This is an optimization exercise on Yosys and OpenROAD, whose aim is small area, a short achievable clock period and few clock cycles per item, not a production implementation. In this exercise RTL edits were held to simulation tests only and were not proved equivalent to the original. Power is estimated from default activity; no workload was simulated.

--- flow/run.sh ---
#!/bin/bash
# synth_recipe.tcl (not shown) runs the flow's synth.tcl, then flattens the netlist and writes it again
# the make line also repeats each setting of config.mk as NAME=value (left out here)
make -C /OpenROAD-flow-scripts/flow DESIGN_CONFIG=/design/flow/config.mk WORK_HOME=/design/flow/orfs CLKGATE_MAP_FILE= SYNTH_SCRIPT=/design/flow/synth_recipe.tcl finish
--- flow/config.mk ---
export PLATFORM = sky130hd
export DESIGN_NAME = open_list_queue
export DESIGN_NICKNAME = open_list_queue
export VERILOG_FILES = /design/flow/design.v
export SDC_FILE = /design/flow/constraint.sdc
export NUM_CORES = 4
export LEC_CHECK = 0
export CAP_MARGIN = 20
export CORE_MARGIN = 2
export CORE_UTILIZATION = 40
export SLEW_MARGIN = 20
--- flow/constraint.sdc ---
create_clock -name core_clock -period 6.5 [get_ports {CLK}]
set_input_delay 1.3000 -clock core_clock [delete_from_list [all_inputs] [get_ports {CLK}]]
set_output_delay 1.3000 -clock core_clock [all_outputs]
set_load 0.01 [all_outputs]
--- flow/design.v ---
`timescale 1ns / 1ps
module open_list_queue #(
    parameter QUEUE_SIZE = 16,
    parameter DATA_WIDTH = 32,
    parameter MAP_WIDTH = 16,
    parameter MAP_HEIGHT = 16,
    parameter MAX_F = 32'hFFFFFFFF
) (
    input logic CLK,
    input logic RSTn,
    input logic i_wrt,
    input logic i_read,
    input logic i_valid,
    input logic [DATA_WIDTH-1:0] i_node_f,
    output logic o_ready_deq,
    output logic o_ready_enq,
    output logic o_ready_rep,
    output logic o_full,
    output logic o_empty,
    output logic o_valid,
    output logic [DATA_WIDTH-1:0] o_node_f
);
  localparam N = QUEUE_SIZE;
  logic [N-1:0][DATA_WIDTH-1:0] key;
  logic [N-1:0] valid;
  logic [N:0] lt;
  wire push = i_wrt & ~i_read;
  wire pop = i_read & ~i_wrt;
  wire rep = i_wrt & i_read;
  assign o_ready_deq = 1'b1;
  assign o_ready_enq = 1'b1;
  assign o_ready_rep = 1'b1;
  assign o_valid = valid[0];
  assign o_node_f = key[0];
  assign o_full = (valid[N-1] & ~pop) | (valid[N-2] & ~valid[N-1] & push);
  assign o_empty = (~valid[0] & ~push) | (valid[0] & ~valid[1] & pop);
  genvar g;
  generate
    for (g = 0; g < N; g = g + 1) begin : g_cmp
      assign lt[g] = valid[g] & (key[g] < i_node_f);
    end
  endgenerate
  assign lt[N] = 1'b0;
  always_ff @(posedge CLK) begin
    if (!RSTn) valid <= '0;
    else if (push) valid <= {valid[N-2:0], 1'b1};
    else if (pop) valid <= {1'b0, valid[N-1:1]};
  end
  generate
    for (g = 0; g < N; g = g + 1) begin : g_slot
      wire lt_prev = (g == 0) ? 1'b1 : lt[g-1];
      wire [DATA_WIDTH-1:0] left = (g == 0) ? i_node_f : key[g-1];
      wire [DATA_WIDTH-1:0] right = (g == N - 1) ? key[g] : key[g+1];
      always_ff @(posedge CLK) begin
        if (push) begin
          if (!lt[g]) key[g] <= lt_prev ? i_node_f : left;
        end else if (pop) begin
          key[g] <= right;
        end else if (rep) begin
          if (lt[g+1]) key[g] <= right;
          else if (g == 0 || lt[g]) key[g] <= i_node_f;
        end
      end
    end
  endgenerate
endmodule
==> impl_metrics.tcl, run 1 <==
set metrics [dict create \
    grt_max_degree 176 \
    synth-async-reset-ratio_pct 0 \
    drc 0 \
    cp_slowest_stage_delay_ps 640 \
    yosys.area.top_type "edfxtp_1" \
    grt_overflow 0 \
    fin_nets 5448 \
    ios 75 \
    synth_cells 5014 \
    critical_path_buf_inv_count 4 \
    fmax_mhz 183 \
    cts.sinks 528 \
    wl_per_cell_um 25.5 \
    clkTransAtPathRegs_ps 50 \
    fin_area_um2 52600 \
    slew_viol_final 0 \
    skew_ps 21.3 \
    synthToLayoutAreaGrowth_pct 10.7 \
    numPortBuffers 70 \
    fin_cells 6496 \
    dieArea_um2 121000 \
    rsz0062_at_grt "no" \
    grt_pass1_wl_mm 255 \
    dr.pass1.iters 6 \
    core_area_um2 118000 \
    start_util_pct 40.3 \
    cpMostUsedCell "buf_4" \
    ys_seq_area_share_pct 33.1 \
    post-synth-top-count-cell "edfxtp_1" \
    critPathMaxFanout 41 \
    leakage_nw 20.5 \
    setup_viol 0 \
    ys_top_cells_by_count "edfxtp_1, ha_1, a21oi_1" \
    max_cap_violations 0 \
    critPathKind "in2reg" \
    crit_family "compound AO/OA/AOI/OAI gates" \
    crit_path_cell_trace "clkdlybuf4s50_1 > inv_1 > ha_1 > nand4_1 > nor4_1 > o311ai_1 > a31oi_1 > o21a_4 > buf_4 > nand2_1 > buf_4 > o221a_2" \
    synth_top_area_share_pct 32.4 \
    final_core_util_pct 44.6 \
    drive_above_1_share_pct 10.7 \
    holdCritPathClass "reg2reg" \
    slew_headroom_pct 25.6 \
    cts_buffers 72 \
    vias 43786 \
    dpl_cell_area_um2 50500 \
    routed_via_density 6.74 \
    synth.area.top_cells "edfxtp_1, ha_1, mux2i_1" \
    post-route-min-period_ps 5460 \
    synth_edf_count 512 \
    synthFlopType "edfxtp_1" \
    synth.avg_cell_area_um2 9.47 \
    power_density_nw_per_um2 337 \
    globalplace.congestion 0.884 \
    required_ps 6890 \
    max_slew.worst_pin.slew_ps 1120 \
    grt_pass1_vias 41747 \
    nFillCells 11260 \
    cts_buffer_depth 3 \
    ctsResizeCount 0 \
    peakVddDrop_mv 0.198 \
    post_cts_buffers 0 \
    synth_seq_cells 528 \
    syn_area_um2 47500 \
    power.total_mw 17.7 \
    ys_warn_count 1 \
    die_x_um 349 \
    hold_buffers 0 \
    hold_viol 0 \
    worstSetupStartpointType "primary input" \
    clkLatencyLatePin_ps 650 \
    grt_util_all_layers_pct 26.4 \
    worst_path_max_delay_cell "nor4_1" \
    postRouteAntennaNets 0 \
    worstPathArrival_ps 5850 \
    cts-root-buf "clkbuf_16" \
    first_iter_violations 4610 \
    place.detailed.hpwl_mm 120 \
    dp.cells 6372 \
    htreeDepth 3 \
    dieHeight_um 349 \
    outcome "no timing/DRC/antenna violations" \
    period_share_pct 84.0 \
    cts_tree "yes" \
    rows 126 \
    synth_cell_types 85 \
    critPathCaptureType "register" \
    routed_wirelength_mm 166 \
    grt_antenna_before_repair 4 \
]
## metrics by stage
step	setup TNS [ps]	setup WS (ps)	hold WS [ps]
floorplan	-669980	-1610	489
global placement	0	310	506
detailed placement	0	482	516
CTS	0	1130	529
global route	0	973	566
finish	0	1040	531
## sequential cells by signal, summed over array words and instances (netlist names)
signal	cells
valid	16
key	512
## final cells by class
type,instances,area [um2],area share (%)
antenna,1,2.50,0.00476
clock buffer,98,1960,3.73
clock inverter,24,133,0.252
inverter,156,614,1.17
multi-input combinational,3865,29700,56.5
sequential,528,15700,29.9
tap,1536,1920,3.66
timing repair buffer,288,2570,4.89
## report_power, final
group          total (mW)  switching, mW  internal, mW  leakage [nW]
clock network        3.79           1.65          2.13          1.03
logic                7.55           4.25          3.30          14.2
registers            6.40           1.22          5.18          5.25
## logic make-up (layout without fill, tap and decap cells)
group / Yosys count / count (layout) / synth area share [%]
DFF: 528 / 528 / 33.1
and+or+nand+nor: 950 / 950 / 9.77
AOI/OAI and AO/OA: 2015 / 2015 / 30.1
adders and majority gates: 500 / 500 / 13.2
buffers and inverters: 623 / 566 / 5.25
other: 1 / 4 / 0.00790
muxes: 397 / 397 / 8.70
## layout by cell type (no fill, tap or decap), types with 74 or more instances in the layout
cell         n
a21oi_1    373
buf_4      198
inv_1      148
nor2_1     241
mux2_2     125
nor3_1     145
a21o_1     114
o32ai_1     97
ha_1       497
edfxtp_1   512
o22ai_1    129
mux2i_1    272
a211oi_1   276
clkbuf_16   74
a2111oi_0   97
nand2_1    178
nand3_1    120
o21ai_0    282
## worst reg2reg max path, delay by kind of cell (launching register included)
family,cells,cell delay [ps]
DFF,1,480
buffers and inverters,2,920
adders and majority gates,1,350
AOI/OAI and AO/OA,4,1610
and+or+nand+nor,3,1000
## path summary, 6_finish.rpt
| kind | start | endpoint | slack [ps] | cells after the start |
|---|---|---|---|---|
| setup reg to reg | key[183] | key[158] | 1890 | 10 |
| hold / removal | valid[12] | valid[12] | 530 | 1 |
| hold reg to reg | valid[12] | valid[12] | 530 | 1 |
| setup / recovery | i_node_f[23] | key[158] | 1040 | 12 |
## routing by layer
| metal | routed length, um | GRT usage (%) | vias up |
|---|---|---|---|
| li1 | - | - | 20091 |
| met1 | 74700 | 37.6 | 21642 |
| met2 | 73900 | 41.2 | 1765 |
| met3 | 11900 | 3.87 | 284 |
| met4 | 5380 | 8.08 | 4 |
| met5 | 25 | 0 | - |
Testbench counts, summed over its fixed seeds: cycles 24,000, items 24,000.
==> inputs of run 2 (changes only) <==
--- a/flow/design.v
+++ b/flow/design.v
@@ -34,10 +34,22 @@
   assign o_node_f = key[0];
   assign o_full = (valid[N-1] & ~pop) | (valid[N-2] & ~valid[N-1] & push);
   assign o_empty = (~valid[0] & ~push) | (valid[0] & ~valid[1] & pop);
+  function automatic logic less(input logic [DATA_WIDTH-1:0] a, input logic [DATA_WIDTH-1:0] b);
+    logic [DATA_WIDTH-1:0] l, m;
+    integer s, k;
+    l = ~a & b;
+    m = a & ~b;
+    for (s = 1; s < DATA_WIDTH; s = s * 2)
+      for (k = 0; k + s < DATA_WIDTH; k = k + 2 * s) begin
+        l[k] = l[k+s] | (~m[k+s] & l[k]);
+        m[k] = m[k+s] | (~l[k+s] & m[k]);
+      end
+    less = l[0];
+  endfunction
   genvar g;
   generate
     for (g = 0; g < N; g = g + 1) begin : g_cmp
-      assign lt[g] = valid[g] & (key[g] < i_node_f);
+      assign lt[g] = valid[g] & less(key[g], i_node_f);
     end
   endgenerate
   assign lt[N] = 1'b0;
@@ -49,17 +61,15 @@
   generate
     for (g = 0; g < N; g = g + 1) begin : g_slot
       wire lt_prev = (g == 0) ? 1'b1 : lt[g-1];
-      wire [DATA_WIDTH-1:0] left = (g == 0) ? i_node_f : key[g-1];
-      wire [DATA_WIDTH-1:0] right = (g == N - 1) ? key[g] : key[g+1];
+      wire [DATA_WIDTH-1:0] left = (g == 0) ? {DATA_WIDTH{1'b0}} : key[g-1];
+      wire [DATA_WIDTH-1:0] right = (g == N - 1) ? {DATA_WIDTH{1'b0}} : key[g+1];
+      wire sel_l = push & ~lt[g] & ~lt_prev;
+      wire sel_r = pop | (rep & lt[g+1]);
+      wire sel_k = (push & ~lt[g] & lt_prev) | (rep & ~lt[g+1] & (lt[g] | (g == 0)));
+      wire [DATA_WIDTH-1:0] nxt = ({DATA_WIDTH{sel_l}} & left) | ({DATA_WIDTH{sel_r}} & right) |
+                                  ({DATA_WIDTH{sel_k}} & i_node_f);
       always_ff @(posedge CLK) begin
-        if (push) begin
-          if (!lt[g]) key[g] <= lt_prev ? i_node_f : left;
-        end else if (pop) begin
-          key[g] <= right;
-        end else if (rep) begin
-          if (lt[g+1]) key[g] <= right;
-          else if (g == 0 || lt[g]) key[g] <= i_node_f;
-        end
+        if (sel_l | sel_r | sel_k) key[g] <= nxt;
       end
     end
   endgenerate
--- a/flow/config.mk
+++ b/flow/config.mk
@@ -8,4 +8,5 @@
 export CAP_MARGIN = 20
 export CORE_MARGIN = 2
 export CORE_UTILIZATION = 40
+export SETUP_SLACK_MARGIN = 2.5
 export SLEW_MARGIN = 20
==> impl_metrics.tcl, run 2 <==
set metrics [dict create \
    ios 75 \
    reg.largest.list "key: 512 flops, valid: 16 flops" \
    synth_seq_cells 528 \
    skew_ps 31.3 \
    slew_headroom_pct 29.2 \
    numPortBuffers 70 \
    die_x_um 316 \
    largest_reg_flops 512 \
    hold_viol 0 \
    crit_path_cell_trace "buf_12 > buf_12 > maj3_2 > maj3_2 > maj3_2 > a211oi_4 > o211ai_1 > a31oi_4 > buf_6 > nand2b_4 > buf_6 > buf_12 > buf_12 > o22ai_4 > a221o_1" \
    final_cell_mix "edfxtp_1, nand2_1, maj3_1" \
    crit_family "compound AO/OA/AOI/OAI gates" \
    synth.avg_cell_area_um2 9.67 \
    fin_nets 4205 \
    synth_edf_count 512 \
    period_share_pct 66.0 \
    clkLatencyLatePin_ps 640 \
    peakVddDrop_mv 0.162 \
    grt_pass1_wl_mm 231 \
    holdWs_ps 586 \
    vias 37376 \
    synthFlopType "edfxtp_1" \
    place.detailed.hpwl_mm 104 \
    ys_seq_area_share_pct 40.3 \
    critPathMaxFanout 5 \
    ys_warn_count 1 \
    final_common_cell "edfxtp_1" \
    cp_slowest_stage_delay_ps 390 \
    rsz0062_at_grt "yes" \
    ys_top_cells_by_count "edfxtp_1, maj3_1, nand2_1" \
    power_density_nw_per_um2 216 \
    regMostFlops "key" \
    synthToLayoutAreaGrowth_pct 24.9 \
    nFillCells 8543 \
    routed_wirelength_mm 165 \
    routed_via_density 6.80 \
    synth_top_area_share_pct 39.5 \
    slew_viol_final 0 \
    cts.sinks 528 \
    grt_pass1_vias 34443 \
    postRouteAntennaNets 0 \
    dr.pass1.iters 7 \
    start_util_pct 40.3 \
    synth.area.top_cells "edfxtp_1, maj3_1, a221o_1" \
    first_iter_violations 5455 \
    critPathKind "in2reg" \
    worstSetupStartpointType "primary input" \
    dieArea_um2 99900 \
    grt_antenna_before_repair 0 \
    drive_above_1_share_pct 21.8 \
    core_area_um2 96600 \
    syn_area_um2 39000 \
    cts_buffers 66 \
    worst_path_max_delay_cell "o211ai_1" \
    power.total_mw 10.5 \
    yosys.area.top_type "edfxtp_1" \
    critical_path_buf_inv_count 6 \
    grt_max_degree 89 \
    post-route-min-period_ps 4290 \
    drc 0 \
    leakage_nw 16.5 \
    dieHeight_um 316 \
    post-synth-top-count-cell "edfxtp_1" \
    cts_buffer_depth 3 \
    outcome "no timing/DRC/antenna violations" \
    setup_viol 0 \
    fin_cells 5493 \
    cts-root-buf "clkbuf_16" \
    fmax_mhz 233 \
    synth_cell_types 95 \
    htreeDepth 3 \
    cpMostUsedCell "buf_12" \
    grt_util_all_layers_pct 30.6 \
    rows 114 \
    grt_overflow 0 \
    max_cap_violations 0 \
    worstPathArrival_ps 4660 \
    max_slew.worst_pin.slew_ps 1060 \
    required_ps 6870 \
    wl_per_cell_um 30.1 \
    seq_area_um2 15700 \
    clkTransAtPathRegs_ps 60 \
    dp.cells 5131 \
    globalplace.congestion 0.900 \
    synth_cells 4029 \
    cts_tree "yes" \
    synth-async-reset-ratio_pct 0 \
    critPathCaptureType "register" \
    setup_tns_ps 0 \
    multi_input_area_um2 23300 \
    holdCritPathClass "reg2reg" \
]
==> run 2: cell count changes in the layout (fill, tap and decap cells not counted), sizes merged, moves of 115 or more <==
cell	before	now
a211oi	277	24
a21oi	386	186
a221o	38	259
buf	218	351
ha	500	3
maj3	0	432
mux2i	272	43
nand2	180	379
nand2b	49	164
nor2b	14	158
nor3	146	9
o211ai	13	149
o21ai	318	176
==> run 2: power breakdown <==
part           total, mW  switching, mW  internal, mW  leakage, nW
Combinational       2.30           1.32         0.976         10.2
Clock               3.72           1.61          2.11         1.01
Sequential          4.48          0.374          4.10         5.30
Total               10.5           3.31          7.19         16.5
==> run 2: what timing repair did <==
action / in CTS / in global routing
buffers inserted: 117 / 57
hold buffers: 0 / 0
endpoints found under the hold margin: 0 / 0
cloned: 38 / 30
endpoints found under the setup margin: 1026 / 995
gates resized for setup: 391 / 258
pin swaps: 102 / 155
==> run 2: final timing paths <==
check                             startpoint  endpoint  slack [ps]  cells after the start
worst max-delay path            i_node_f[13]  key[161]        2210                     15
worst min-delay path                key[405]  key[373]         590                      2
worst max register to register      key[164]  key[147]        2520                     14
worst min register to register      key[405]  key[373]         590                      2
==> run 2: kinds of logic (layout without fill, tap and decap cells) <==
logic type / after synthesis / count (layout) / share of synthesized area (%)
AO/OA/AOI/OAI: 1405 / 1418 / 27.2
AND/OR/NAND/NOR: 1061 / 1074 / 13.2
buffers and inverters: 529 / 688 / 6.07
flip-flops: 528 / 528 / 40.3
adder cells (fa/ha/maj): 435 / 435 / 11.3
multiplexers: 70 / 70 / 1.89
other: 1 / 4 / 0.00963
==> run 2: final cells by class <==
class / count / area share [%]
multi-input combinational: 3000 / 47.9
sequential: 528 / 32.3
timing repair buffer: 426 / 10.8
clock buffer: 89 / 3.79
tap: 1276 / 3.28
inverter: 137 / 1.37
clock inverter: 30 / 0.432
timing repair inverter: 6 / 0.0977
antenna: 1 / 0.00514
==> run 2: layer usage <==
layer | share of wire (%) | vias to the layer above | global-route usage, %
met5 | 0 | - | 0
met4 | 4.9 | 0 | 12.7
met3 | 11 | 397 | 4.76
met2 | 43 | 2439 | 47.1
met1 | 40 | 18511 | 42.9
li1 | - | 16029 | -
==> run 2: tightest hold or removal path: stages, from the launching register on <==
cell and delay [ps]:
edfxtp_1 350, a32oi_1 70, o31ai_1 60
==> run 2: through the flow <==
step / cell area, um2 / util [%] / worst slack (ps)
after floorplan: 39900 / - / 1340
after global placement: 41300 / 42.8 / 690
after detailed placement: 41300 / 42.8 / 668
after CTS: 46500 / 48.1 / 2420
after global routing: 48700 / 50.4 / 2260
final: 48700 / 50.4 / 2210
Testbench counts of run 2, summed over its fixed seeds: cycles 24,000, items 24,000.
==> inputs of run 3 (changes only) <==
--- a/flow/design.v
+++ b/flow/design.v
@@ -21,7 +21,7 @@
     output logic [DATA_WIDTH-1:0] o_node_f
 );
   localparam N = QUEUE_SIZE;
-  logic [N-1:0][DATA_WIDTH-1:0] key;
+  logic [N-1:0][DATA_WIDTH-1:0] key;   
   logic [N-1:0] valid;
   logic [N:0] lt;
   wire push = i_wrt & ~i_read;
@@ -35,21 +35,16 @@
   assign o_full = (valid[N-1] & ~pop) | (valid[N-2] & ~valid[N-1] & push);
   assign o_empty = (~valid[0] & ~push) | (valid[0] & ~valid[1] & pop);
   function automatic logic less(input logic [DATA_WIDTH-1:0] a, input logic [DATA_WIDTH-1:0] b);
-    logic [DATA_WIDTH-1:0] l, m;
-    integer s, k;
-    l = ~a & b;
-    m = a & ~b;
-    for (s = 1; s < DATA_WIDTH; s = s * 2)
-      for (k = 0; k + s < DATA_WIDTH; k = k + 2 * s) begin
-        l[k] = l[k+s] | (~m[k+s] & l[k]);
-        m[k] = m[k+s] | (~l[k+s] & m[k]);
-      end
-    less = l[0];
+    logic l;
+    integer k;
+    l = 1'b0;
+    for (k = 0; k < DATA_WIDTH; k = k + 1) l = (~a[k] & b[k]) | (~a[k] & l) | (b[k] & l);
+    less = l;
   endfunction
   genvar g;
   generate
     for (g = 0; g < N; g = g + 1) begin : g_cmp
-      assign lt[g] = valid[g] & less(key[g], i_node_f);
+      assign lt[g] = valid[g] & less((g % 2) ? ~key[g] : key[g], i_node_f);
     end
   endgenerate
   assign lt[N] = 1'b0;
@@ -58,16 +53,18 @@
     else if (push) valid <= {valid[N-2:0], 1'b1};
     else if (pop) valid <= {1'b0, valid[N-1:1]};
   end
+  wire [DATA_WIDTH-1:0] key_n = ~i_node_f;
   generate
     for (g = 0; g < N; g = g + 1) begin : g_slot
       wire lt_prev = (g == 0) ? 1'b1 : lt[g-1];
-      wire [DATA_WIDTH-1:0] left = (g == 0) ? {DATA_WIDTH{1'b0}} : key[g-1];
+      wire [DATA_WIDTH-1:0] left = (g == 0) ? key_n : key[g-1];
       wire [DATA_WIDTH-1:0] right = (g == N - 1) ? {DATA_WIDTH{1'b0}} : key[g+1];
+      wire [DATA_WIDTH-1:0] kin = (g % 2) ? i_node_f : key_n;
       wire sel_l = push & ~lt[g] & ~lt_prev;
       wire sel_r = pop | (rep & lt[g+1]);
       wire sel_k = (push & ~lt[g] & lt_prev) | (rep & ~lt[g+1] & (lt[g] | (g == 0)));
-      wire [DATA_WIDTH-1:0] nxt = ({DATA_WIDTH{sel_l}} & left) | ({DATA_WIDTH{sel_r}} & right) |
-                                  ({DATA_WIDTH{sel_k}} & i_node_f);
+      wire [DATA_WIDTH-1:0] nxt = ~(({DATA_WIDTH{sel_l}} & left) | ({DATA_WIDTH{sel_r}} & right) |
+                                    ({DATA_WIDTH{sel_k}} & kin));
       always_ff @(posedge CLK) begin
         if (sel_l | sel_r | sel_k) key[g] <= nxt;
       end
--- a/flow/config.mk
+++ b/flow/config.mk
@@ -7,6 +7,6 @@
 export LEC_CHECK = 0
 export CAP_MARGIN = 20
 export CORE_MARGIN = 2
-export CORE_UTILIZATION = 40
+export CORE_UTILIZATION = 60
 export SETUP_SLACK_MARGIN = 2.5
 export SLEW_MARGIN = 20
==> impl_metrics.tcl, run 3 <==
set metrics [dict create \
    final_common_cell "edfxtp_1" \
    drive_above_1_share_pct 16.8 \
    period_share_pct 61.9 \
    required_ps 6870 \
    leakage_nw 12.8 \
    cts_buffer_depth 3 \
    fmax_mhz 249 \
    critPathCaptureType "register" \
    route.met2.wl_mm 55.3 \
    post-route-min-period_ps 4020 \
    grt_pass1_wl_mm 187 \
    final_cell_mix "edfxtp_1, nor2_1, a222oi_1" \
    routed_wirelength_mm 125 \
    power_density_nw_per_um2 244 \
    numPortBuffers 70 \
    die_x_um 238 \
    grt_max_degree 48 \
    rsz0062_at_grt "yes" \
    critical_path_buf_inv_count 2 \
    regMostFlops "key" \
    dieArea_um2 56600 \
    cts_buffers 59 \
    ys_top_cells_by_count "edfxtp_1, nor2_1, clkbuf_1" \
    synthFlopType "edfxtp_1" \
    post-synth-top-count-cell "edfxtp_1" \
    synth_edf_count 512 \
    wl_met3_mm 17.8 \
    start_util_pct 60.9 \
    worstSetupStartpointType "primary input" \
    nFillCells 3884 \
    synth_cell_types 98 \
    max_cap_violations 0 \
    slew_headroom_pct 30.2 \
    synth_cells 3181 \
    place_ws_ps 666 \
    routed_via_density 8.03 \
    fin_nets 3261 \
    synth_top_area_share_pct 46.8 \
    setup_tns_ps 0 \
    ys_warn_count 1 \
    reg.largest.list "key: 512 flops, valid: 16 flops" \
    largest_reg_flops 512 \
    dieHeight_um 238 \
    yosys.area.top_type "edfxtp_1" \
    first_iter_violations 6243 \
    clkLatencyLatePin_ps 650 \
    cts.sinks 528 \
    rows 85 \
    synth.avg_cell_area_um2 10.3 \
    critPathKind "in2reg" \
    worst_path_max_delay_cell "a32o_2" \
    outcome "no timing/DRC/antenna violations" \
    skew_ps 27.6 \
    grt_util_all_layers_pct 42.6 \
    max_slew.worst_pin.slew_ps 1050 \
    globalplace.congestion 0.912 \
    seq_area_um2 15700 \
    vias 31849 \
    fin_ws_ps 2480 \
    grt_overflow 0 \
    synthToLayoutAreaGrowth_pct 17.9 \
    dr.pass1.iters 12 \
    cp_slowest_stage_delay_ps 460 \
    htreeDepth 2 \
    crit_path_cell_trace "clkdlybuf4s50_1 > buf_4 > a22oi_1 > nor3_1 > a211oi_2 > nand4_1 > a21oi_4 > nor2_4 > nor2_2 > a32o_2 > a222oi_1" \
    ios 75 \
    drc 0 \
    slew_viol_final 0 \
    synth_seq_cells 528 \
    critPathMaxFanout 11 \
    holdCritPathClass "reg2reg" \
    postRouteAntennaNets 0 \
    syn_area_um2 32800 \
    core_area_um2 53900 \
    crit_family "compound AO/OA/AOI/OAI gates" \
    peakVddDrop_mv 0.224 \
    multi_input_area_um2 16700 \
    synth.area.top_cells "edfxtp_1, a222oi_1, a221oi_1" \
    grt_antenna_before_repair 2 \
    ys_seq_area_share_pct 47.8 \
    worstPathArrival_ps 4390 \
    drt-met1-wl_mm 46.3 \
    clkTransAtPathRegs_ps 60 \
    grt_pass1_vias 29607 \
    setup_viol 0 \
    wl_per_cell_um 31.5 \
    hold_viol 0 \
    top_layer "met5" \
    n_antenna_cell 0 \
    place.detailed.hpwl_mm 80.5 \
    cts_tree "yes" \
    synth-async-reset-ratio_pct 0 \
    cts-root-buf "clkbuf_16" \
]
==> run 3: per-stage QoR <==
step | std cells | instance area, um2 | util [%] | hold WS (ps) | power [mW]
3_5_place_dp | 3732 | 34200 | 63.4 | 613 | 5.82
2_1_floorplan | 3183 | 33200 | - | 547 | 5.30
5_1_grt | 3966 | 38700 | 71.8 | 640 | 9.69
6_report | 3966 | 38700 | 71.8 | 619 | 9.45
4_1_cts | 3937 | 38000 | 70.4 | 617 | 9.31
3_3_place_gp | 3731 | 34100 | 63.3 | 620 | 5.77
==> run 3: timing repair <==
| action | in CTS | in global routing |
|---|---|---|
| pin swaps | 53 | 31 |
| setup buffers | 67 | 21 |
| resized for setup | 267 | 128 |
| endpoints found under the setup margin | 1026 | 966 |
| cloned | 28 | 8 |
| hold buffers | 0 | 0 |
==> run 3: cell type report <==
type	instances	share of cell area (%)
Timing Repair inverter	1	0.0194
Clock inverter	35	0.876
Inverter	87	1.04
Tap cell	696	2.25
Sequential cell	528	40.5
Clock buffer	75	4.02
Multi-Input combinational cell	2258	43.2
Timing Repair Buffer	286	8.01
==> run 3: logic make-up after synthesis <==
group	after synthesis	synth area share, %
multiplexers	47	1.44
adder cells (fa/ha/maj)	57	1.76
flip-flops	528	47.8
buffers and inverters	421	5.36
AND/OR/NAND/NOR	765	11.2
AO/OA/AOI/OAI	1362	32.4
other	1	0.0114
==> run 3: power breakdown <==
part           switching [mW]  internal (mW)  leakage (nW)  total, mW
Clock                    1.48           1.93         0.923       3.41
Sequential              0.328           4.06          4.74       4.39
Combinational           0.974          0.678          7.10       1.65
==> run 3: final timing paths <==
path / startpoint / depth (start not counted) / end / slack [ps]
setup / recovery: i_node_f[18] / 11 / key[108] / 2480
hold / removal: key[256] / 1 / key[288] / 620
setup reg to reg: key[453] / 11 / key[441] / 2950
hold reg to reg: key[256] / 1 / key[288] / 620
==> run 3: metal layers <==
layer / GRT usage, % / vias to the layer above
met2: 66.0 / 2741
li1: - / 13353
met1: 58.9 / 15404
met5: 0 / -
met4: 15.2 / 4
met3: 10.0 / 347
==> run 3: worst register-to-register path: cells and delay by family (launching register included) <==
family	cells	cell delay, ps
AOI/OAI and AO/OA	3	790
and+or+nand+nor	4	1010
DFF	1	450
buffers and inverters	2	340
adders and majority gates	2	720
Testbench counts of run 3, summed over its fixed seeds: cycles 24,000, items 24,000.
==> inputs of run 4 (changes only) <==
==> flow/flow/run.sh (new file) <==
#!/bin/bash
# The standard layout, except that the port buffers the standard flow's flow inserts are
# plain sky130_fd_sc_hd__buf_4 cells instead of the delay buffers that
# buffer_ports picks by default. Synthesis is the standard one, unchanged.
set -euo pipefail
bash standard.sh synth > synth.log 2>&1
bash standard.sh "BUFFER_PORTS_ARGS=-buffer_cell sky130_fd_sc_hd__buf_4" finish > layout.log 2>&1
==> flow/standard.sh (new file) <==
#!/bin/bash
# synth_recipe.tcl (not shown) runs the flow's synth.tcl, then flattens the netlist and writes it again
# the make line also repeats each setting of config.mk as NAME=value (left out here)
make -C /OpenROAD-flow-scripts/flow DESIGN_CONFIG=/design/flow/config.mk WORK_HOME=/design/flow/orfs CLKGATE_MAP_FILE= SYNTH_SCRIPT=/design/flow/synth_recipe.tcl "${@:-finish}"
removed: flow/run.sh
==> impl_metrics.tcl, run 4 <==
set metrics [dict create \
    holdCritPathClass "reg2reg" \
    cp_slowest_stage_delay_ps 420 \
    grt_pass1_wl_mm 176 \
    place.detailed.hpwl_mm 79.0 \
    peakVddDrop_mv 0.217 \
    fmax_mhz 246 \
    max_slew.worst_pin.slew_ps 1030 \
    routed_via_density 7.95 \
    wl_per_cell_um 30.5 \
    rows 85 \
    globalplace.congestion 0.900 \
    grt_antenna_before_repair 3 \
    hold_start "key[56]" \
    clkLatencyLatePin_ps 650 \
    critPathKind "in2reg" \
    ys_seq_area_share_pct 47.8 \
    start_util_pct 60.9 \
    final_cell_mix "edfxtp_1, nor2_1, a221oi_1, a222oi_1, o22ai_1" \
    synth_top_area_share_pct 46.8 \
    critical_path_buf_inv_count 2 \
    grt_pass1_vias 27942 \
    rsz0062_at_grt "yes" \
    yosys.area.top_type "edfxtp_1" \
    synth.avg_cell_area_um2 10.3 \
    hold_depth 1 \
    post-route-min-period_ps 4070 \
    cts_buffers 59 \
    crit_path_cell_trace "buf_6 > buf_8 > a2111oi_0 > or4_1 > a211o_1 > o211ai_1 > a41oi_2 > a21oi_2 > and3_4 > a22o_2 > a222oi_1" \
    cts_tree "yes" \
    cts_buffer_depth 3 \
    numPortBuffers 70 \
    clkTransAtPathRegs_ps 60 \
    outcome "no timing/DRC/antenna violations" \
    ios 75 \
    synth_edf_count 512 \
    final_common_cell "edfxtp_1" \
    crit_start "i_node_f[6]" \
    setup_tns_ps 0 \
    first_iter_violations 5982 \
    postRouteAntennaNets 0 \
    critPathMaxFanout 21 \
    worst_path_max_delay_cell "or4_1" \
    required_ps 6860 \
    holdWs_ps 639 \
    hold_buffers 0 \
    synth_cell_types 98 \
    power_density_nw_per_um2 249 \
    htreeDepth 2 \
    r2r-end "key[403]" \
    routed_wirelength_mm 118 \
    worstSetupStartpointType "primary input" \
    core_area_um2 53900 \
    skew_ps 26.4 \
    drc 0 \
    power.total_mw 9.30 \
    worstPathArrival_ps 4420 \
    setup_viol 0 \
    regMostFlops "key" \
    slew_headroom_pct 31.3 \
    fin_nets 3171 \
    leakage_nw 12.1 \
    crit_family "compound AO/OA/AOI/OAI gates" \
    place_ws_ps 1170 \
    cp.depth 11 \
    hold_viol 0 \
    dr.pass1.iters 17 \
    slew_viol_final 0 \
    synth-async-reset-ratio_pct 0 \
    drive_above_1_share_pct 14.8 \
    ys_top_cells_by_count "edfxtp_1, nor2_1, clkbuf_1" \
    grt_overflow 0 \
    worstHoldEndpoint "key[24]" \
    ff2ff_path_depth 9 \
    dieArea_um2 56600 \
    synthToLayoutAreaGrowth_pct 13.7 \
    die_x_um 238 \
    critPathCaptureType "register" \
    vias 30821 \
    synth.area.top_cells "edfxtp_1, a222oi_1, a221oi_1" \
    period_share_pct 62.6 \
    cts.sinks 528 \
    largest_reg_flops 512 \
    fin_ws_ps 2430 \
    r2r_setup_slack_ps 2900 \
    post-synth-top-count-cell "edfxtp_1" \
    dieHeight_um 238 \
    synth_seq_cells 528 \
    reg.largest.list "key: 512 flops, valid: 16 flops" \
    grt_util_all_layers_pct 39.7 \
    synth_cells 3181 \
    cts-root-buf "clkbuf_16" \
    ys_warn_count 1 \
    grt_max_degree 51 \
    syn_area_um2 32800 \
    max_cap_violations 0 \
    rr_startpoint "key[364]" \
    synthFlopType "edfxtp_1" \
]
run 4: timing repair:
| action | CTS | global route |
|---|---|---|
| pin swaps | 14 | 27 |
| setup endpoints to repair | 970 | 946 |
| buffers inserted | 41 | 30 |
| gates resized for setup | 96 | 109 |
| cloned | 7 | 8 |
run 4: per-layer routing:
layer,GRT usage [%],vias to the layer above,share of wire (%)
li1,-,13148,-
met1,56.8,14985,39
met2,62.2,2455,46
met3,6.22,229,12
met4,12.7,4,3.0
met5,0,-,0.037
run 4: area by class of cell:
| class | instances | area [um2] |
|---|---|---|
| diodes | 1 | 2.50 |
| clock buffers | 75 | 1550 |
| clock inverters | 35 | 332 |
| fillers | 3927 | 16600 |
| inverters | 87 | 407 |
| multi-input cells | 2248 | 16300 |
| flip-flops and latches | 528 | 15700 |
| well taps | 696 | 871 |
| repair buffers | 207 | 2170 |
run 4: worst max-delay path by stage:
stage          endpoint
6_report       key[403]
2_1_floorplan  key[448]
3_3_place_gp    key[96]
5_1_grt        key[245]
4_1_cts        key[437]
3_5_place_dp    key[97]
run 4: power breakdown:
group	internal (mW)	leakage, nW	switching [mW]
logic	0.619	6.44	0.928
registers	4.06	4.74	0.326
clock network	1.91	0.926	1.45
total	6.59	12.1	2.71
run 4: cells by family (layout without fill, tap and decap cells):
kind of cell / Yosys count / count (layout) / share of synthesized area, %
AOI/OAI and AO/OA: 1362 / 1369 / 32.4
adders and majority gates: 57 / 57 / 1.76
buffers and inverters: 421 / 404 / 5.36
DFF: 528 / 528 / 47.8
muxes: 47 / 47 / 1.44
other: 1 / 4 / 0.0114
and+or+nand+nor: 765 / 772 / 11.2
run 4: worst register-to-register path, stage by stage (launching register included):
cell and delay [ps]:
edfxtp_1 460, o22ai_1 130, or4_1 520, a211o_1 250, o211ai_1 400, a41oi_2 330
a21oi_2 300, and3_4 310, a22o_2 420, a222oi_1 190
run 4: per-stage QoR:
stage,utilization [%],cell area (um2),cells
floorplan,-,33200,3183
global placement,62.4,33600,3680
detailed placement,62.4,33600,3680
CTS,67.6,36500,3838
global route,69.2,37300,3876
finish,69.2,37300,3877
==> inputs of run 5 (changes only) <==
--- a/flow/design.v
+++ b/flow/design.v
@@ -50,8 +50,7 @@
   assign lt[N] = 1'b0;
   always_ff @(posedge CLK) begin
     if (!RSTn) valid <= '0;
-    else if (push) valid <= {valid[N-2:0], 1'b1};
-    else if (pop) valid <= {1'b0, valid[N-1:1]};
+    else valid <= (valid & {N{~pop}}) | {1'b0, valid[N-1:1]} | ({valid[N-2:0], 1'b1} & {N{push}});
   end
   wire [DATA_WIDTH-1:0] key_n = ~i_node_f;
   generate
--- a/flow/config.mk
+++ b/flow/config.mk
@@ -7,6 +7,6 @@
 export LEC_CHECK = 0
 export CAP_MARGIN = 20
 export CORE_MARGIN = 2
-export CORE_UTILIZATION = 60
+export CORE_UTILIZATION = 50
 export SETUP_SLACK_MARGIN = 2.5
 export SLEW_MARGIN = 20
==> impl_metrics.tcl, run 5 <==
set metrics [dict create \
    outcome "no timing/DRC/antenna violations" \
    core_area_um2 64500 \
    rsz0062_at_grt "yes" \
    nFillCells 5380 \
    fmax_mhz 246 \
    synthToLayoutAreaGrowth_pct 18.5 \
    place.detailed.hpwl_mm 85.7 \
    synthFlopType "edfxtp_1" \
    reg.largest.list "key: 512 flops, valid: 16 flops" \
    required_ps 6820 \
    period_share_pct 62.6 \
    post-synth-top-count-cell "edfxtp_1" \
    peakVddDrop_mv 0.262 \
    routed_wirelength_mm 128 \
    routed_via_density 7.72 \
    worstSetupStartpointType "primary input" \
    synth_seq_cells 528 \
    leakage_nw 12.5 \
    slew_viol_final 0 \
    p_sw_mw 3.65 \
    synth.area.top_cells "edfxtp_1, a222oi_1, a221oi_1" \
    critPathKind "in2reg" \
    fin_ws_ps 2430 \
    hold_depth 1 \
    vias 30905 \
    clkLatencyLatePin_ps 610 \
    regMostFlops "key" \
    busiest_layer "met2" \
    max_slew.worst_pin.slew_ps 1130 \
    cts_buffer_depth 3 \
    synth-async-reset-ratio_pct 0 \
    seq_area_um2 15700 \
    htreeDepth 3 \
    dr.pass1.iters 13 \
    holdWs_ps 625 \
    swShare_pct 32.2 \
    synth_cell_types 85 \
    syn_area_um2 32600 \
    grt_pass1_wl_mm 185 \
    dieArea_um2 67300 \
    worstPathArrival_ps 4390 \
    synth_top_area_share_pct 47.2 \
    dieHeight_um 259 \
    fin_area_um2 38600 \
    power_density_nw_per_um2 293 \
    start_util_pct 50.6 \
    yosys.area.top_type "edfxtp_1" \
    setup_viol 0 \
    synth_edf_count 512 \
    grt_max_degree 67 \
    ys_top_cells_by_count "edfxtp_1, a222oi_1, clkbuf_1" \
    first_iter_violations 6441 \
    grt_util_all_layers_pct 35.4 \
    globalplace.congestion 0.906 \
    grt_antenna_before_repair 0 \
    p_int_mw 7.67 \
    critPathCaptureType "register" \
    post-route-min-period_ps 4070 \
    hold_viol 0 \
    final_common_cell "edfxtp_1" \
    n_antenna_cell 0 \
    postRouteAntennaNets 0 \
    max_cap_violations 0 \
    use_met2_pct 53.3 \
    fin_cells 4003 \
    rows 93 \
    holdCritPathClass "reg2reg" \
    ios 75 \
    cts-root-buf "clkbuf_16" \
    slew_headroom_pct 23.8 \
    place_ws_ps 1090 \
    cts_buffers 66 \
    final_core_util_pct 59.9 \
    setup_tns_ps 0 \
    skew_ps 17.2 \
    ys_warn_count 1 \
    grt_overflow 0 \
    p_comb_share_pct 22.7 \
    dpl_cell_area_um2 34200 \
    drive_above_1_share_pct 17.5 \
    numPortBuffers 70 \
    grt_pass1_vias 28312 \
    dp.cells 3789 \
    met1_usage_pct 50.9 \
    drc 0 \
    fin_nets 3138 \
    ys_seq_area_share_pct 48.1 \
    wl_per_cell_um 31.9 \
    multi_input_area_um2 16400 \
    power.total_mw 11.3 \
    cts_tree "yes" \
    die_x_um 259 \
    ff2ff_path_depth 13 \
    critPathMaxFanout 8 \
    largest_reg_flops 512 \
    cts.sinks 528 \
    met3_usage_pct 7.34 \
    power_frac_seq_pct 44.3 \
    synth_cells 3100 \
    clock_power_share_pct 33.1 \
    final_cell_mix "edfxtp_1, a222oi_1, nor2_1" \
    clkTransAtPathRegs_ps 60 \
    synth.avg_cell_area_um2 10.5 \
]
## run 5: cell types whose count changed in the layout (fill, tap and decap cells not counted), moves of 36 or more
cell,delta
mux2i_1,-43
nor2_1,-106
a221oi_1,-58
buf_4,+37
a22o_1,-69
a222oi_1,+98
a31oi_1,+36
nand2_1,-54
o22ai_1,-64
a32o_1,+65
## run 5: kinds of logic after synthesis
group                    Yosys count  share of synthesized area, %
AO/OA/AOI/OAI                   1367                          33.2
other                              1                        0.0115
multiplexers                       6                         0.188
buffers and inverters            442                          5.35
AND/OR/NAND/NOR                  675                          10.6
adder cells (fa/ha/maj)           81                          2.49
flip-flops                       528                          48.1
## run 5: area by class of cell
cell class | count | area share (%)
clock buffer | 85 | 4.74
clock inverter | 30 | 0.761
inverter | 88 | 0.956
multi-input combinational | 2145 | 42.6
sequential | 528 | 40.6
tap | 855 | 2.77
timing repair buffer | 272 | 7.57
## run 5: layer usage
layer,wire length [um],vias up
met3,15400,189
met5,0,-
met4,4000,0
met1,51800,15434
li1,-,13149
met2,56600,2133
## run 5: final timing paths
path	from	to	slack [ps]
max	i_node_f[10]	key[169]	2430
min	key[480]	key[448]	620
max reg2reg	key[204]	key[169]	2850
min reg2reg	key[480]	key[448]	620
## run 5: critical path: stages
cell and delay, ps:
buf_16 130, nor2b_4 130, a2111oi_4 360, or4b_4 510, a311oi_4 370, nor4_4 80
buf_4 180, buf_6 120, a32oi_4 230, nand3_4 200, o32ai_4 300, buf_12 190
clkbuf_16 170, a222oi_1 90
## run 5: power by group through the flow
stage	registers [mW]	logic [mW]	clock network [mW]
after global placement	5.05	2.14	0
after global routing	5.06	2.74	3.88
final	5.01	2.57	3.74
after CTS	4.99	2.35	3.77
after floorplan	4.79	1.57	0
after detailed placement	5.06	2.20	0
## run 5: timing repair
action	4_1_cts	5_1_grt
pin swaps	22	66
cloned	9	16
setup endpoints to repair	1021	972
endpoints found under the hold margin	0	0
buffers inserted	42	32
hold buffers	0	0
gates resized for setup	113	146
Testbench counts of run 5, summed over its fixed seeds: cycles 24,000, items 24,000.
==> inputs of run 6 (changes only) <==
--- a/flow/config.mk
+++ b/flow/config.mk
@@ -8,5 +8,6 @@
 export CAP_MARGIN = 20
 export CORE_MARGIN = 2
 export CORE_UTILIZATION = 50
+export CTS_BUF_LIST = sky130_fd_sc_hd__clkbuf_4 sky130_fd_sc_hd__clkbuf_8
 export SETUP_SLACK_MARGIN = 2.5
 export SLEW_MARGIN = 20
==> impl_metrics.tcl, run 6 <==
set metrics [dict create \
    synthFlopType "edfxtp_1" \
    slew_headroom_pct 25.8 \
    power_density_nw_per_um2 283 \
    ys_top_cells_by_count "edfxtp_1, a222oi_1, clkbuf_1" \
    grt_overflow 0 \
    post-synth-top-count-cell "edfxtp_1" \
    wl_per_cell_um 30.7 \
    outcome "no timing/DRC/antenna violations" \
    critPathKind "in2reg" \
    dieHeight_um 259 \
    fin_ws_ps 2510 \
    grt_max_degree 67 \
    required_ps 6930 \
    grt_antenna_before_repair 2 \
    drt-met1-wl_mm 51.2 \
    slew_viol_final 0 \
    fin_area_um2 37900 \
    routed_via_density 7.57 \
    holdCritPathClass "reg2reg" \
    synth.avg_cell_area_um2 10.5 \
    start_util_pct 50.6 \
    wl_met3_mm 13.4 \
    hold_viol 0 \
    regMostFlops "key" \
    synth.area.top_cells "edfxtp_1, a222oi_1, a221oi_1" \
    grt_pass1_vias 28617 \
    setup_viol 0 \
    ys_warn_count 1 \
    rows 93 \
    globalplace.congestion 0.906 \
    first_iter_violations 5965 \
    fin_cells 4046 \
    ios 75 \
    final_cell_mix "edfxtp_1, a222oi_1, nor2_1" \
    nFillCells 5493 \
    critPathCaptureType "register" \
    reg.largest.list "key: 512 flops, valid: 16 flops" \
    drive_above_1_share_pct 18.4 \
    worstPathArrival_ps 4420 \
    clkTransAtPathRegs_ps 60 \
    syn_area_um2 32600 \
    cts_buffers 98 \
    max_slew.worst_pin.slew_ps 1110 \
    period_share_pct 61.3 \
    peakVddDrop_mv 0.169 \
    holdWs_ps 618 \
    cts.sinks 528 \
    final_core_util_pct 58.8 \
    synth-async-reset-ratio_pct 0 \
    final_common_cell "edfxtp_1" \
    vias 30610 \
    htreeDepth 3 \
    synth_edf_count 512 \
    power.total_mw 10.7 \
    drc 0 \
    synth_seq_cells 528 \
    synth_cells 3100 \
    top_layer "met5" \
    fmax_mhz 251 \
    hold_depth 1 \
    leakage_nw 12.3 \
    cts_buffer_depth 3 \
    yosys.area.top_type "edfxtp_1" \
    worstSetupStartpointType "primary input" \
    postRouteAntennaNets 0 \
    setup_tns_ps 0 \
    seq_area_um2 15700 \
    r2r_setup_slack_ps 2820 \
    numPortBuffers 70 \
    die_x_um 259 \
    route.met2.wl_mm 55.9 \
    ff2ff_path_depth 14 \
    dp.cells 3789 \
    dpl_cell_area_um2 34200 \
    cts-root-buf "clkbuf_8" \
    place_ws_ps 1090 \
    synthToLayoutAreaGrowth_pct 16.3 \
    synth_top_area_share_pct 47.2 \
    dr.pass1.iters 14 \
    fin_nets 3149 \
    rsz0062_at_grt "yes" \
    grt_util_all_layers_pct 35.2 \
    grt_pass1_wl_mm 184 \
    hold_buffers 0 \
    post-route-min-period_ps 3990 \
    dieArea_um2 67300 \
    clkLatencyLatePin_ps 710 \
    synth_cell_types 85 \
    largest_reg_flops 512 \
    ys_seq_area_share_pct 48.1 \
    skew_ps 28.1 \
    max_cap_violations 0 \
    core_area_um2 64500 \
    routed_wirelength_mm 124 \
    critPathMaxFanout 10 \
    cts_tree "yes" \
    place.detailed.hpwl_mm 85.7 \
    multi_input_area_um2 16300 \
]
-- run 6: per-layer routing --
| metal | track usage, % | vias to the layer above |
|---|---|---|
| li1 | - | 13178 |
| met1 | 50.8 | 15205 |
| met2 | 53.0 | 2018 |
| met3 | 6.24 | 207 |
| met4 | 12.9 | 2 |
| met5 | 0 | - |
-- run 6: cell type report --
| type | instances | area share (%) |
|---|---|---|
| Tap cell | 855 | 2.82 |
| Sequential cell | 528 | 41.4 |
| Clock buffer | 137 | 4.41 |
| Clock inverter | 40 | 0.528 |
| Timing Repair Buffer | 255 | 6.78 |
| Antenna cell | 2 | 0.0132 |
| Inverter | 88 | 0.944 |
| Multi-Input combinational cell | 2141 | 43.1 |
-- run 6: worst max-delay path, cell delays in order --
cell and delay (ps):
buf_16 130, nor2b_4 130, a2111oi_4 340, or4b_4 510, a311oi_4 430, nor4_4 80, buf_4 170, buf_4 140
a32oi_4 200, nand3_4 180, buf_6 180, buf_6 120, nor2_4 180, clkbuf_16 210, a222oi_1 80
-- run 6: repair_timing --
item | CTS | global route
setup endpoints to repair | 904 | 989
setup buffers | 24 | 40
cloned | 7 | 7
resized for setup | 67 | 137
pin swaps | 16 | 40
-- run 6: power breakdown --
part	internal (mW)	switching, mW	total, mW
clock	1.69	1.52	3.21
combinational	1.04	1.47	2.52
sequential	4.39	0.619	5.01
-- run 6: final timing paths --
kind           startpoint        to
min              key[497]  key[465]
max reg2reg      key[204]  key[195]
min reg2reg      key[497]  key[465]
max          i_node_f[10]  key[195]
-- run 6: cell families after synthesis --
logic type                 Yosys count  share of synthesized area, %
muxes                                6                         0.188
other                                1                        0.0115
adders and majority gates           81                          2.49
buffers and inverters              442                          5.35
DFF                                528                          48.1
AOI/OAI and AO/OA                 1367                          33.2
and+or+nand+nor                    675                          10.6
==> inputs of run 7 (changes only) <==
==> flow/flow/run.sh (replaced) <==
#!/bin/bash
# The standard layout with two changes:
# - synthesis is the standard flow's own script, except that ABC's final mappings may
#   relax delay by 25% to recover area (abc_speed_r25.script is ORFS's
#   abc_speed.script with "&nf" replaced by "&nf -R 25"); registers, their
#   names and cells are those of the standard synthesis;
# - the port buffers are plain sky130_fd_sc_hd__buf_4 cells instead of the
#   delay buffers that buffer_ports picks by default.
set -euo pipefail
W=$PWD
{
  head -n 1 synth_recipe.tcl
  cat <<EOT
proc abc {args} {
  set i [lsearch -exact \$args -script]
  if {\$i >= 0} { lset args [expr {\$i + 1}] $W/flow/abc_speed_r25.script }
  yosys abc {*}\$args
}
EOT
  tail -n +2 synth_recipe.tcl
} > my_synth.tcl
bash standard.sh "SYNTH_SCRIPT=$W/my_synth.tcl" synth > synth.log 2>&1
bash standard.sh "BUFFER_PORTS_ARGS=-buffer_cell sky130_fd_sc_hd__buf_4" finish > layout.log 2>&1
==> flow/flow/abc_speed_r25.script (new file) <==
&get -n
&st
&dch
&nf -R 25
&st
&syn2
&if -g -K 6
&synch2
&nf -R 25
&st
&syn2
&if -g -K 6
&synch2
&nf -R 25
&st
&syn2
&if -g -K 6
&synch2
&nf -R 25
&st
&syn2
&if -g -K 6
&synch2
&nf -R 25
&st
&syn2
&if -g -K 6
&synch2
&nf -R 25
&put
buffer -c
topo
stime -c
upsize -c
dnsize -c
--- a/flow/config.mk
+++ b/flow/config.mk
@@ -7,7 +7,7 @@
 export LEC_CHECK = 0
 export CAP_MARGIN = 20
 export CORE_MARGIN = 2
-export CORE_UTILIZATION = 50
+export CORE_UTILIZATION = 60
 export CTS_BUF_LIST = sky130_fd_sc_hd__clkbuf_4 sky130_fd_sc_hd__clkbuf_8
 export SETUP_SLACK_MARGIN = 2.5
 export SLEW_MARGIN = 20
==> impl_metrics.tcl, run 7 <==
set metrics [dict create \
    outcome "no timing/DRC/antenna violations" \
    seq_area_um2 15700 \
    synth-async-reset-ratio_pct 0 \
    clkTransAtPathRegs_ps 60 \
    reg.largest.list "key: 512 flops, valid: 16 flops" \
    clock_power_share_pct 32.5 \
    fin_area_um2 37000 \
    dp.cells 3534 \
    peakVddDrop_mv 0.186 \
    regMostFlops "key" \
    max_cap_violations 0 \
    routed_via_density 8.01 \
    cts_buffers 92 \
    crit_family "compound AO/OA/AOI/OAI gates" \
    start_util_pct 60.7 \
    max_slew.worst_pin.slew_ps 968 \
    synth.avg_cell_area_um2 10.5 \
    p_comb_share_pct 17.9 \
    rsz0062_at_grt "yes" \
    cp_slowest_stage_delay_ps 420 \
    critPathKind "in2reg" \
    worst_path_max_delay_cell "o211ai_1" \
    critical_path_buf_inv_count 5 \
    cts_buffer_depth 3 \
    cts-root-buf "clkbuf_8" \
    critPathCaptureType "register" \
    worstHoldEndpoint "key[466]" \
    holdWs_ps 613 \
    clkLatencyLatePin_ps 700 \
    dieArea_um2 54900 \
    route.met2.wl_mm 53.4 \
    fin_cells 3804 \
    r2r_setup_slack_ps 2840 \
    ys_warn_count 1 \
    drc 0 \
    rows 84 \
    worstSetupStartpointType "primary input" \
    synth_cell_types 83 \
    period_share_pct 62.2 \
    globalplace.congestion 0.919 \
    wl_met3_mm 15.7 \
    nFillCells 3892 \
    rr_startpoint "key[448]" \
    critPathMaxFanout 38 \
    grt_util_all_layers_pct 40.8 \
    core_area_um2 52400 \
    vias 30458 \
    p_sw_mw 2.76 \
    required_ps 6980 \
    synth.area.top_cells "edfxtp_1, a222oi_1, a221oi_1" \
    ys_seq_area_share_pct 49.3 \
    hold_start "key[498]" \
    post-route-min-period_ps 4040 \
    grt_pass1_vias 28172 \
    synth_top_area_share_pct 48.3 \
    numPortBuffers 70 \
    fmax_mhz 248 \
    routed_wirelength_mm 118 \
    ios 75 \
    yosys.area.top_type "edfxtp_1" \
    wl_per_cell_um 31.1 \
    largest_reg_flops 512 \
    ff2ff_path_depth 11 \
    grt_antenna_before_repair 2 \
    top_layer "met5" \
    slew_headroom_pct 35.2 \
    synth_cells 3025 \
    dpl_cell_area_um2 33000 \
    leakage_nw 12.1 \
    fin_nets 3086 \
    ys_top_cells_by_count "edfxtp_1, a222oi_1, clkbuf_1" \
    syn_area_um2 31800 \
    drt-met1-wl_mm 44.5 \
    skew_ps 49.2 \
    final_cell_mix "edfxtp_1, a222oi_1, nor2_1" \
    setup_tns_ps 0 \
    grt_overflow 0 \
    synth_seq_cells 528 \
    slew_viol_final 0 \
    grt_pass1_wl_mm 173 \
    setup_viol 0 \
    htreeDepth 3 \
    crit_start "i_node_f[17]" \
    hold_depth 1 \
    swShare_pct 30.7 \
    worstPathArrival_ps 4520 \
    cts.sinks 528 \
    first_iter_violations 6518 \
    r2r-end "key[450]" \
    post-synth-top-count-cell "edfxtp_1" \
    hold_buffers 0 \
    synthToLayoutAreaGrowth_pct 16.3 \
    p_int_mw 6.24 \
    die_x_um 234 \
    crit_path_cell_trace "buf_6 > clkinvlp_4 > buf_4 > buf_4 > o22ai_1 > nor4_2 > nand2_1 > a41oi_4 > o211ai_1 > o211ai_1 > a21o_4 > mux2i_4 > buf_12 > and2_4 > a222oi_1" \
    multi_input_area_um2 15600 \
    final_common_cell "edfxtp_1" \
    place.detailed.hpwl_mm 77.7 \
    hold_viol 0 \
    grt_max_degree 63 \
    power_density_nw_per_um2 243 \
    drive_above_1_share_pct 19.4 \
    dr.pass1.iters 14 \
    synth_edf_count 512 \
    dieHeight_um 234 \
    holdCritPathClass "reg2reg" \
    cts_tree "yes" \
    synthFlopType "edfxtp_1" \
    power_frac_seq_pct 49.6 \
    postRouteAntennaNets 0 \
]
-- run 7: changes by cell type after synthesis, moves of 24 or more --
cell | before | now
a32o_1 | 69 | 3
a31oi_1 | 74 | 37
a21oi_1 | 147 | 206
a22o_1 | 55 | 81
a221oi_1 | 149 | 120
a222oi_1 | 299 | 332
nor2b_1 | 79 | 55
buf_2 | 60 | 89
clkbuf_1 | 260 | 223
and2_1 | 58 | 23
o21ai_0 | 114 | 147
-- run 7: layer usage --
| layer | vias up | global-route usage, % |
|---|---|---|
| met3 | 294 | 9.85 |
| met1 | 14846 | 56.4 |
| met2 | 2524 | 62.6 |
| li1 | 12792 | - |
| met4 | 2 | 15.4 |
| met5 | - | 0 |
-- run 7: final cells by class --
cell class,count,area share [%]
Sequential cell,528,42.4
Multi-Input combinational cell,2081,42.2
Timing Repair Buffer,256,7.42
Clock buffer,120,4.04
Tap cell,688,2.33
Inverter,90,1.14
Clock inverter,38,0.416
Antenna cell,3,0.0203
-- run 7: timing repair --
item / CTS / global route
hold endpoints to repair: 0 / 0
buffers inserted: 39 / 46
pin swaps: 18 / 52
gates cloned: 10 / 14
setup endpoints to repair: 1022 / 1021
resized for setup: 109 / 190
-- run 7: power by group through the flow --
stage | clock network [mW] | registers, mW | logic (mW)
after floorplan | 0 | 4.38 | 1.00
after global placement | 0 | 4.51 | 1.34
after detailed placement | 0 | 4.52 | 1.39
after CTS | 2.93 | 4.45 | 1.46
after global routing | 3.08 | 4.49 | 1.71
final | 2.92 | 4.47 | 1.61
-- run 7: how the worst max path moves through the flow --
stage / endpoint / slack, ps / cells past startpoint
4_1_cts: key[481] / 2490 / 13
3_5_place_dp: key[396] / 920 / 12
6_report: key[268] / 2460 / 15
3_3_place_gp: key[386] / 1000 / 12
2_1_floorplan: key[128] / 2290 / 12
5_1_grt: key[490] / 2410 / 13
-- run 7: logic make-up after synthesis --
kind of cell / after synthesis / share of synthesized area (%)
AO/OA/AOI/OAI: 1362 / 32.9
AND/OR/NAND/NOR: 608 / 9.25
flip-flops: 528 / 49.3
buffers and inverters: 432 / 5.51
adder cells (fa/ha/maj): 89 / 2.85
multiplexers: 5 / 0.161
other: 1 / 0.0118
-- run 7: per-stage QoR --
| stage | util, % | power, mW | setup WS [ps] |
|---|---|---|---|
| 2_1_floorplan | - | 5.38 | 2290 |
| 3_3_place_gp | 62.9 | 5.86 | 1000 |
| 3_5_place_dp | 62.9 | 5.90 | 923 |
| 4_1_cts | 67.8 | 8.83 | 2490 |
| 5_1_grt | 70.6 | 9.27 | 2410 |
| 6_report | 70.6 | 9.00 | 2460 |
-- run 7: worst register-to-register path, cell delays in order, from the launching register on --
cell and delay [ps]:
edfxtp_1 430, nand2b_4 170, maj3_2 300, maj3_2 330, o41ai_4 380, nand4bb_4 250
a31oi_4 130, a31oi_1 220, o311a_4 270, buf_2 190, buf_4 130, o31a_4 430
==> inputs of run 8 (changes only) <==
--- a/flow/config.mk
+++ b/flow/config.mk
@@ -9,5 +9,5 @@
 export CORE_MARGIN = 2
 export CORE_UTILIZATION = 60
 export CTS_BUF_LIST = sky130_fd_sc_hd__clkbuf_4 sky130_fd_sc_hd__clkbuf_8
-export SETUP_SLACK_MARGIN = 2.5
+export SETUP_SLACK_MARGIN = 2.8
 export SLEW_MARGIN = 20
==> impl_metrics.tcl, run 8 <==
set metrics [dict create \
    postRouteAntennaNets 0 \
    crit_path_cell_trace "buf_12 > inv_6 > maj3_1 > a21oi_1 > a2bb2oi_1 > o41ai_1 > o21ai_1 > nand2_1 > nor3_4 > buf_6 > nor2_4 > buf_12 > and2_4 > buf_12 > a222oi_1" \
    leakage_nw 13.3 \
    grt_pass1_wl_mm 176 \
    required_ps 6940 \
    nFillCells 3218 \
    synth_top_family_by_area "compound AO/OA/AOI/OAI gates" \
    holdWs_ps 608 \
    synth-async-reset-ratio_pct 0 \
    dieArea_um2 54900 \
    setup_tns_ps 0 \
    holdCritPathClass "reg2reg" \
    synth_top_area_share_pct 48.3 \
    clkTransAtPathRegs_ps 60 \
    critPathCaptureType "register" \
    setup_viol 0 \
    die_x_um 234 \
    post-route-min-period_ps 4090 \
    start_util_pct 60.7 \
    cts_tree "yes" \
    worstPathArrival_ps 4540 \
    globalplace.congestion 0.927 \
    cpMostUsedCell "buf_12" \
    grt_antenna_before_repair 3 \
    critPathMaxFanout 37 \
    vias 31950 \
    dp.cells 3511 \
    slew_viol_final 0 \
    fin_ws_ps 2410 \
    hold_viol 0 \
    regMostFlops "key" \
    cts_buffer_depth 3 \
    grt_pass1_vias 28724 \
    place.detailed.hpwl_mm 75.6 \
    syn_area_um2 31800 \
    drc 0 \
    first_iter_violations 6808 \
    grt_overflow 0 \
    fin_cells 3888 \
    power.total_mw 9.40 \
    peakVddDrop_mv 0.166 \
    slew_headroom_pct 28.6 \
    max_slew.worst_pin.slew_ps 1070 \
    grt_max_degree 63 \
    worst_path_max_delay_cell "o21ai_1" \
    routed_via_density 8.22 \
    yosys.area_share.simple_pct 9.25 \
    synth_xor_xnor_area_share_pct 0 \
    outcome "no timing/DRC/antenna violations" \
    rr_startpoint "key[448]" \
    max_cap_violations 0 \
    synth_compound_gate_area_share_pct 32.9 \
    final_cell_mix "edfxtp_1, a222oi_1, nor2_1" \
    period_share_pct 63.0 \
    cts_buffers 93 \
    ys_top_cells_by_count "edfxtp_1, a222oi_1, clkbuf_1" \
    critPathKind "in2reg" \
    skew_ps 37.6 \
    cts.sinks 528 \
    synth_edf_count 512 \
    ys_warn_count 1 \
    rows 84 \
    muxShareOfSynthArea_pct 0.161 \
    cts-root-buf "clkbuf_8" \
    fmax_mhz 244 \
    rsz0062_at_grt "yes" \
    final_common_cell "edfxtp_1" \
    synth_seq_cells 528 \
    synthAdderAreaFrac_pct 2.85 \
    htreeDepth 3 \
    fin_nets 3177 \
    dieHeight_um 234 \
    yosys.area.top_type "edfxtp_1" \
    power_density_nw_per_um2 234 \
    crit_start "i_node_f[12]" \
    ios 75 \
    synth_cell_types 83 \
    place_ws_ps 928 \
    numPortBuffers 70 \
    ys_seq_area_share_pct 49.3 \
    worstSetupStartpointType "primary input" \
    cp_slowest_stage_delay_ps 490 \
    core_area_um2 52400 \
    post-synth-top-count-cell "edfxtp_1" \
    synthToLayoutAreaGrowth_pct 26.3 \
    synth_cells 3025 \
    reg.largest.list "key: 512 flops, valid: 16 flops" \
    wl_per_cell_um 33.7 \
    hold_start "key[506]" \
    dr.pass1.iters 12 \
    synth.avg_cell_area_um2 10.5 \
    hold_buffers 0 \
    clkLatencyLatePin_ps 710 \
    drive_above_1_share_pct 27.6 \
    grt_util_all_layers_pct 42.3 \
    synth.area.top_cells "edfxtp_1, a222oi_1, a221oi_1" \
    largest_reg_flops 512 \
    synthFlopType "edfxtp_1" \
    routed_wirelength_mm 131 \
]
run 8: area by class of cell:
type,instances,area (um2),area share [%]
timing repair buffer,326,4320,10.8
inverter,90,507,1.26
tap,688,861,2.14
antenna,1,2.50,0.00623
timing repair inverter,2,15.0,0.0374
multi-input combinational,2099,17000,42.4
clock buffer,142,1690,4.19
sequential,528,15700,39.0
clock inverter,12,60.1,0.149
run 8: path summary, 6_finish.rpt:
kind / slack [ps] / to / depth (start not counted)
hold / removal: 610 / key[474] / 1
hold reg to reg: 610 / key[474] / 1
setup / recovery: 2410 / key[190] / 15
setup reg to reg: 2770 / key[416] / 15
run 8: critical path, delay by kind of cell:
family / cells / cell delay, ps
AO/OA/AOI/OAI: 5 / 1290
adder cells (fa/ha/maj): 1 / 370
buffers and inverters: 5 / 780
AND/OR/NAND/NOR: 4 / 760
run 8: per-layer routing:
layer / up-vias / wire length, um / GRT usage (%)
met5: - / 14 / 0
met4: 2 / 11600 / 28.5
met3: 609 / 17500 / 7.59
met2: 2968 / 58200 / 65.4
met1: 15298 / 43700 / 54.6
li1: 13073 / - / -
run 8: power by group:
part | internal [mW] | switching (mW) | total (mW)
logic | 0.767 | 1.06 | 1.83
registers | 4.11 | 0.380 | 4.49
clock network | 1.63 | 1.46 | 3.08
run 8: cells by family after synthesis:
| kind of cell | after synthesis |
|---|---|
| simple gates | 608 |
| fa+ha+maj | 89 |
| mux | 5 |
| other cells | 1 |
| buf+inv | 432 |
| compound gates | 1362 |
| flops | 528 |
run 8: what timing repair did:
item	in CTS	in global routing
endpoints found under the setup margin	1022	973
pin swaps	49	154
setup buffers	81	66
resized for setup	288	236
gates cloned	37	38
run 8: through the flow:
stage          utilization (%)  area, um2
2_1_floorplan                -      33600
3_3_place_gp              63.7      33400
3_5_place_dp              63.7      33400
4_1_cts                   72.0      37700
5_1_grt                   76.6      40200
6_report                  76.6      40200
==> inputs of run 9 (changes only) <==
--- a/flow/config.mk
+++ b/flow/config.mk
@@ -7,7 +7,7 @@
 export LEC_CHECK = 0
 export CAP_MARGIN = 20
 export CORE_MARGIN = 2
-export CORE_UTILIZATION = 60
+export CORE_UTILIZATION = 55
 export CTS_BUF_LIST = sky130_fd_sc_hd__clkbuf_4 sky130_fd_sc_hd__clkbuf_8
-export SETUP_SLACK_MARGIN = 2.8
+export SETUP_SLACK_MARGIN = 2.5
 export SLEW_MARGIN = 20
==> impl_metrics.tcl, run 9 <==
set metrics [dict create \
    peakVddDrop_mv 0.166 \
    hold_viol 0 \
    vias 29818 \
    yosys.area_share.simple_pct 9.25 \
    regMostFlops "key" \
    slew_headroom_pct 38.0 \
    synth.area.top_cells "edfxtp_1, a222oi_1, a221oi_1" \
    synth_xor_xnor_area_share_pct 0 \
    synth_compound_gate_area_share_pct 32.9 \
    power_density_nw_per_um2 248 \
    holdWs_ps 608 \
    max_slew.worst_pin.slew_ps 926 \
    power.total_mw 9.12 \
    synthToLayoutAreaGrowth_pct 15.8 \
    dpl_cell_area_um2 33100 \
    grt_pass1_wl_mm 173 \
    grt_max_degree 70 \
    numPortBuffers 70 \
    grt_antenna_before_repair 2 \
    leakage_nw 12.0 \
    fin_area_um2 36800 \
    holdCritPathClass "reg2reg" \
    grt_util_all_layers_pct 37.1 \
    synth_seq_cells 528 \
    cts-root-buf "clkbuf_8" \
    p_comb_share_pct 17.2 \
    cts_buffer_depth 3 \
    clkLatencyLatePin_ps 700 \
    wl_per_cell_um 30.4 \
    routed_wirelength_mm 118 \
    drc 0 \
    fmax_mhz 241 \
    max_cap_violations 0 \
    ys_seq_area_share_pct 49.3 \
    first_iter_violations 5642 \
    final_cell_mix "edfxtp_1, a222oi_1, nor2_1" \
    postRouteAntennaNets 0 \
    synth_top_family_by_area "compound AO/OA/AOI/OAI gates" \
    yosys.area.top_type "edfxtp_1" \
    p_int_mw 6.33 \
    required_ps 5200 \
    swShare_pct 30.6 \
    largest_reg_flops 512 \
    synth_cell_types 83 \
    post-route-min-period_ps 4150 \
    ys_warn_count 1 \
    place.detailed.hpwl_mm 79.0 \
    hold_buffers 0 \
    ios 75 \
    ys_top_cells_by_count "edfxtp_1, a222oi_1, clkbuf_1" \
    synth.avg_cell_area_um2 10.5 \
    clkTransAtPathRegs_ps 70 \
    reg.largest.list "key: 512 flops, valid: 16 flops" \
    synth_cells 3025 \
    dieHeight_um 245 \
    synthFlopType "edfxtp_1" \
    dp.cells 3613 \
    p_sw_mw 2.79 \
    muxShareOfSynthArea_pct 0.161 \
    rows 88 \
    outcome "no timing/DRC/antenna violations" \
    dr.pass1.iters 14 \
    routed_via_density 7.71 \
    synth_top_area_share_pct 48.3 \
    cts_tree "yes" \
    final_core_util_pct 64.1 \
    place_ws_ps 1020 \
    globalplace.congestion 0.908 \
    critPathCaptureType "output port" \
    cts.sinks 528 \
    period_share_pct 63.9 \
]
[run 9: cell counts after synthesis]
No cell type changed its count.
[run 9: cell families (layout without fill, tap and decap cells)]
kind of cell | Yosys count | count (layout)
AO/OA/AOI/OAI | 1362 | 1367
adder cells (fa/ha/maj) | 89 | 89
buffers and inverters | 432 | 496
flip-flops | 528 | 528
multiplexers | 5 | 5
other | 1 | 4
AND/OR/NAND/NOR | 608 | 615
[run 9: area by class of cell]
type | count | area (um2)
Antenna cell | 1 | 2.50
Clock buffer | 123 | 1520
Clock inverter | 38 | 226
Fill cell | 4608 | 20600
Inverter | 90 | 410
Multi-Input combinational cell | 2079 | 15500
Sequential cell | 528 | 15700
Tap cell | 765 | 957
Timing Repair Buffer | 245 | 2520
[run 9: critical path, stage by stage]
cell and delay, ps:
buf_6 190, o21ai_0 610, nand2_1 110, o21ai_0 330, buf_4 250
[run 9: power by group through the flow]
stage	Sequential, mW	Clock, mW	Combinational, mW
4_1_cts	4.45	3.11	1.46
3_3_place_gp	4.52	0	1.35
3_5_place_dp	4.53	0	1.39
5_1_grt	4.49	3.25	1.67
2_1_floorplan	4.38	0	1.00
6_report	4.47	3.09	1.57
[run 9: what timing repair did]
action,CTS,global route
pin swaps,10,41
cloned,8,11
resized for setup,114,132
endpoints found under the setup margin,979,969
setup buffers,36,39
endpoints found under the hold margin,0,0
[run 9: worst paths after layout]
check	start	endpoint	slack, ps	cells after the start
setup / recovery	i_wrt	o_empty	2350	5
hold / removal	key[287]	key[255]	610	1
setup reg to reg	key[448]	key[473]	2760	13
hold reg to reg	key[287]	key[255]	610	1
[run 9: layer usage]
metal  vias to the layer above  wire length (um)  GRT usage [%]
met5                         -                13              0
met4                         2              3850           13.9
met3                       214             13100           6.61
met2                      2022             53300           57.1
met1                     14806             47300           52.5
li1                      12774                 -              -

Check on run 9: ideal ports give 2.348 ns setup slack; a clkbuf_16 on the clock port and buf_2 on the inputs give 2.240 ns; moving port delays by the midpoint clock arrival (0.740 ns) as well gives 1.657 ns.
